From an optimization exercise on the open Yosys and OpenROAD flow, aimed at small area; shortcuts taken in it are not production practice.
Function was checked by simulation only, so behaviour that the tests miss may differ from the original.
The clock port is modelled as an ideal driver; clocking choices that lean on that would not hold on a real chip.

==> build 81: inputs <==
## Topmodule
module Topmodule (
    input clk,               
    input reset,
    input btn_set,
    input btn_mode,
    output [6:0] seg,
    output [3:0] an,
    output alarm_led         
);
==> module alarm_fsm, before the edit <==
module alarm_fsm (
    input clk,
    input tick,              
    input tick_sec,          
    input reset,
    input btn_set,
    input btn_mode,
    input min_inc,
    input hr_inc,
    output reg alarm_on
);
    reg [1:0] state;
    reg next_on;
    reg [2:0] dh8;
    reg [1:0] dh3;
    reg [1:0] dm4;
    reg [3:0] dm15;
    wire idle = ~state[1] & ~state[0];
    wire match = ~|dh8 & ~|dh3 & ~|dm4 & z15;
    wire hu = tick & state[0] & btn_set;         
    wire mu = tick & state[1] & btn_set;         
    wire hd = hr_inc;
    wire md = min_inc;
    wire he = hu | hd;
    wire h1 = he & (dh8[0] ^ hd);
    wire [2:0] th;
    assign th[0] = he;
    assign th[1] = h1;
    assign th[2] = h1 & (dh8[1] ^ hd);
    wire [1:0] t3;
    assign t3[0] = (hu & ~dh3[1]) | (hd & (dh3[1] | dh3[0]));
    assign t3[1] = (hu & (dh3[1] | dh3[0])) | (hd & ~dh3[0]);
    wire me = mu | md;
    wire [1:0] t4;
    assign t4[0] = me;
    assign t4[1] = me & (dm4[0] ^ md);
    wire w14 = dm15[3] & dm15[2] & dm15[1];
    wire z15 = ~dm15[3] & ~dm15[2] & ~dm15[1] & ~dm15[0];
    wire [3:0] t15;
    assign t15[0] = (mu & ~w14) | (md & ~z15);
    assign t15[1] = (mu & (dm15[0] | w14)) | (md & ~dm15[0]);
    assign t15[2] = (mu & ((dm15[0] & dm15[1]) | w14)) | (md & ~dm15[0] & ~dm15[1]);
    assign t15[3] = (mu & ((dm15[0] & dm15[1] & dm15[2]) | w14)) | (md & ~dm15[0] & ~dm15[1] & ~dm15[2]);
    always @(posedge clk or posedge reset) begin
        if (reset) begin
            state <= 2'b00;
            dh8 <= 3'd0;
            dh3 <= 2'd0;
            dm4 <= 2'd0;
            dm15 <= 4'd0;
            alarm_on <= 1'b0;
            next_on <= 1'b0;
        end else begin
            if (tick & btn_mode)
                state <= {state[0], idle};
            if (tick)
                next_on <= idle ? match : alarm_on;
            if (tick_sec)
                alarm_on <= next_on;
            dh8 <= dh8 ^ th;
            dh3 <= dh3 ^ t3;
            dm4 <= dm4 ^ t4;
            dm15 <= dm15 ^ t15;
        end
    end
endmodule
==> flow/config.mk <==
export PLATFORM = sky130hd
export DESIGN_NAME = Topmodule
export DESIGN_NICKNAME = Topmodule
export VERILOG_FILES = /design/flow/design.v
export SDC_FILE = /design/flow/constraint.sdc
export NUM_CORES = 4
export LEC_CHECK = 0
export CAP_MARGIN = 20
export CORE_MARGIN = 2
export CORE_UTILIZATION = 40
export SLEW_MARGIN = 20
==> flow/constraint.sdc <==
create_clock -name core_clock -period 10.0 [get_ports {clk}]
set_input_delay 2.0000 -clock core_clock [delete_from_list [all_inputs] [get_ports {clk}]]
set_output_delay 2.0000 -clock core_clock [all_outputs]
set_load 0.01 [all_outputs]
standard.sh (not shown) runs the stock make flow with config.mk's settings and CLKGATE_MAP_FILE= SYNTH_SCRIPT=/design/flow/synth_recipe.tcl, a recipe that flattens the netlist after the stock synthesis.
==> flow/flow/run.sh <==
#!/bin/bash
# Layout flow: the standard flow (standard.sh), with these changes:
#  - synthesis is ORFS's synthesis script run unchanged except that ABC maps
#    the logic with area-oriented scripts (flow/abc_*.script); each is tried
#    and the netlist with the smallest cell area is kept. The registers come
#    out of the same Yosys passes as in the standard synthesis; a netlist is
#    only used if its registers match the standard synthesis's (names and
#    cell types), else the standard netlist is used;
#  - the port buffers are sky130_fd_sc_hd__buf_1;
#  - the clock tree is a single level of CTS_K buffers of type CTS_CELL, each
#    driving an equal share of the registers (flow/clock_buffers.tcl), built
#    by ORFS's cts.tcl with clock_tree_synthesis replaced by that procedure.
# Settings are in flow/params.sh. Each tool's output goes to logs_flow/.
set -uo pipefail
W=$PWD
F=$W/flow
R=$W/orfs/results/$FLOW_PLATFORM/Topmodule/base
REP=$W/orfs/reports/$FLOW_PLATFORM/Topmodule/base
mkdir -p logs_flow
EXTRA=()
CTS_K=3
CTS_CELL=sky130_fd_sc_hd__clkbuf_8
[[ -f $F/params.sh ]] && source $F/params.sh

regs() { grep -oE '^\s*sky130_fd_sc_hd__(df|edf|sdf|dl)[a-z0-9]*_[0-9]+ [^ ]+' "$1" | sed -E 's/_[0-9]+ / /' | sort; }
area() { grep "Chip area for module" "$1" | tail -1 | awk '{print $NF}'; }

# 1. the standard synthesis, kept for reference
bash standard.sh synth > logs_flow/1_standard_synth.log 2>&1 || exit 1
cp $R/1_2_yosys.v $W/std_1_2_yosys.v
best=$W/std_1_2_yosys.v
best_area=$(area $REP/synth_stat.txt)
echo "standard $best_area" > logs_flow/synth_areas.txt

# 2. the same synthesis with each area-oriented ABC script
sed "s#source \$::env(SCRIPTS_DIR)/synth.tcl#source $F/synth_core.tcl#" synth_recipe.tcl > $F/my_synth.tcl
for s in $F/abc_*.script; do
  n=$(basename $s .script)
  awk -v s="$s" '{print} /source \$::env\(SCRIPTS_DIR\)\/synth_preamble.tcl/ {print "set abc_args [lreplace $abc_args 1 1 " s "]"}' \
      $FLOW_HOME/scripts/synth.tcl > $F/synth_core.tcl
  grep -q "lreplace" $F/synth_core.tcl || continue
  rm -f $R/1_2_yosys.v $R/1_synth.odb $R/1_synth.sdc $REP/synth_stat.txt
  bash standard.sh SYNTH_SCRIPT=$F/my_synth.tcl synth > logs_flow/2_synth_$n.log 2>&1
  [[ -f $R/1_2_yosys.v && -f $REP/synth_stat.txt ]] || continue
  a=$(area $REP/synth_stat.txt)
  same=0
  diff <(regs $W/std_1_2_yosys.v) <(regs $R/1_2_yosys.v) > logs_flow/reg_diff_$n.txt && same=1
  echo "$n $a registers_match=$same" >> logs_flow/synth_areas.txt
  if [[ $same == 1 ]] && awk -v a="$a" -v b="$best_area" 'BEGIN{exit !(a < b)}'; then
    cp $R/1_2_yosys.v $W/best_1_2_yosys.v
    best=$W/best_1_2_yosys.v
    best_area=$a
  fi
done
echo "using $best ($best_area)" >> logs_flow/synth_areas.txt
rm -f $R/1_synth.odb $R/1_synth.sdc
cp $best $R/1_2_yosys.v
touch $R/1_2_yosys.v

PORTBUF=(BUFFER_PORTS_ARGS="-buffer_cell sky130_fd_sc_hd__buf_1")

# 3. floorplan and placement as in the standard flow
bash standard.sh "${PORTBUF[@]}" "${EXTRA[@]}" place > logs_flow/3_place.log 2>&1 || exit 1

# 4. clock buffers
if [[ $CTS_K -gt 0 ]]; then
  awk -v f="$F/clock_buffers.tcl" -v k="$CTS_K" -v c="$CTS_CELL" \
    '/^log_cmd clock_tree_synthesis/ {print "source " f; print "my_clock_buffers " k " " c; next} {print}' \
    $FLOW_HOME/scripts/cts.tcl > $F/my_cts.tcl
  if grep -q my_clock_buffers $F/my_cts.tcl; then
    bash standard.sh "${PORTBUF[@]}" "${EXTRA[@]}" RUN_SCRIPT=$F/my_cts.tcl RUN_LOG_NAME_STEM=4_1_cts_own run > logs_flow/4_cts.log 2>&1
  fi
  if [[ ! -f $R/4_1_cts.odb || ! -f $R/4_cts.sdc ]]; then
    echo "own clock buffering failed; using TritonCTS" >> logs_flow/notes.txt
    rm -f $R/4_1_cts.odb $R/4_cts.sdc
  fi
fi

# 5. the rest of the standard flow
bash standard.sh "${PORTBUF[@]}" "${EXTRA[@]}" finish > logs_flow/5_finish.log 2>&1
==> flow/flow/abc_s17.script <==
strash
 dch -f
 amap
 topo
 dnsize -c
 strash
 dch -f
 amap
 topo
 dnsize -c
 strash
 dch -f
 amap
 topo
 dnsize -c
==> flow/flow/abc_s20.script <==
strash
 dch -f
 map -a
 strash
 dch -f
 amap
 topo
 dnsize -c
==> flow/flow/abc_s5.script <==
strash
 &get -n
 &fraig -x
 &put
 scorr
 dc2
 strash
 &get -n
 &dch -f
 &nf -a
 &put
 topo
 dnsize -c
Other scripts of this flow, unchanged in this note and not shown: flow/flow/abc_s12.script, flow/flow/abc_s18.script, flow/flow/abc_s7.script, flow/flow/clock_buffers.tcl, flow/flow/params.sh
==> build 9 (differences from build 81) <==
--- a/flow/design.v
+++ b/flow/design.v
@@ -120,5 +120,4 @@
     reg [3:0] dm15;
     wire idle = ~state[1] & ~state[0];
-    wire match = ~|dh8 & ~|dh3 & ~|dm4 & z15;
     wire hu = tick & state[0] & btn_set;         
     wire mu = tick & state[1] & btn_set;         
@@ -140,4 +139,5 @@
     wire w14 = dm15[3] & dm15[2] & dm15[1];
     wire z15 = ~dm15[3] & ~dm15[2] & ~dm15[1] & ~dm15[0];
+    wire match = ~|dh8 & ~|dh3 & ~|dm4 & z15;
     wire [3:0] t15;
     assign t15[0] = (mu & ~w14) | (md & ~z15);
==> flow/flow/abc_s15.script (new file) <==
strash
 drw
 drf
 dch -f
 amap
 topo
 dnsize -c
==> flow/flow/abc_s19.script (new file) <==
strash
 dch -f
 amap
 strash
 dc2
 dch -f
 amap
 topo
 dnsize -c
==> flow/flow/abc_x1.script (new file) <==
strash
 dch -f
 amap -m
 topo
 dnsize -c
==> flow/flow/abc_x10.script (new file) <==
strash
 irw
 dch -f
 amap
 topo
 dnsize -c
==> flow/flow/abc_x24.script (new file) <==
strash
 iresyn
 dch -f
 amap
 topo
 dnsize -c
removed: flow/flow/abc_s17.script
removed: flow/flow/abc_s20.script
removed: flow/flow/abc_s5.script
==> flow_summary.ini <==
[status]
status = finished clean

[yosys]
synth_cell_type_count = 30
yosys.area.top_type = dfrtp_1
synthMuxAreaShare_pct = 0
synth_top_family_by_area = compound AO/OA/AOI/OAI gates
synth_xor_xnor_area_share_pct = 0.421
synth-simple-area-share_pct = 16.0
synth_seq_cells = 47
(the above is from build 81)
==> flow_summary.ini <==
[drt]
first_iter_violations = 81

[die]
io-pin-count = 16

[worst_setup_path]
cpMostUsedCell = clkinv_1
reg2reg_to = time_cnt.hr_o[2]$_DFF_PP0_

[placed_design]
io_buffers = 15

[status]
status = finished clean

[power_and_ir_drop]
swShare_pct = 19.2
(the above is from build 9)

==> re-timing with driven ports <==
The flow's constraints put no driver on any port. The routed layouts listed below were extracted and timed again, unchanged, in two steps. Step 1 assumes that a clkbuf_16 drives the clock port and a buf_2 every other input. Step 2 also shifts input and output timing later by t, the mid clock arrival at the registers, as if the neighbouring blocks saw the same clock. Slacks: ideal ports / drivers / drivers and shift; pairs: ideal ports / drivers.
run | t, ns | slack for setup (ns) | worst setup path at the end | latest minus earliest clock arrival (ns) | worst slew at a driven data input, ns
build 81 | 0.199 | 5.590 / 5.543 / 5.742 | register to output | 0.002 / 0.002 | 0.03
build 9 | 0.199 | 5.590 / 5.543 / 5.742 | register to output | 0.002 / 0.002 | 0.03
After both steps every run listed still meets setup and hold.
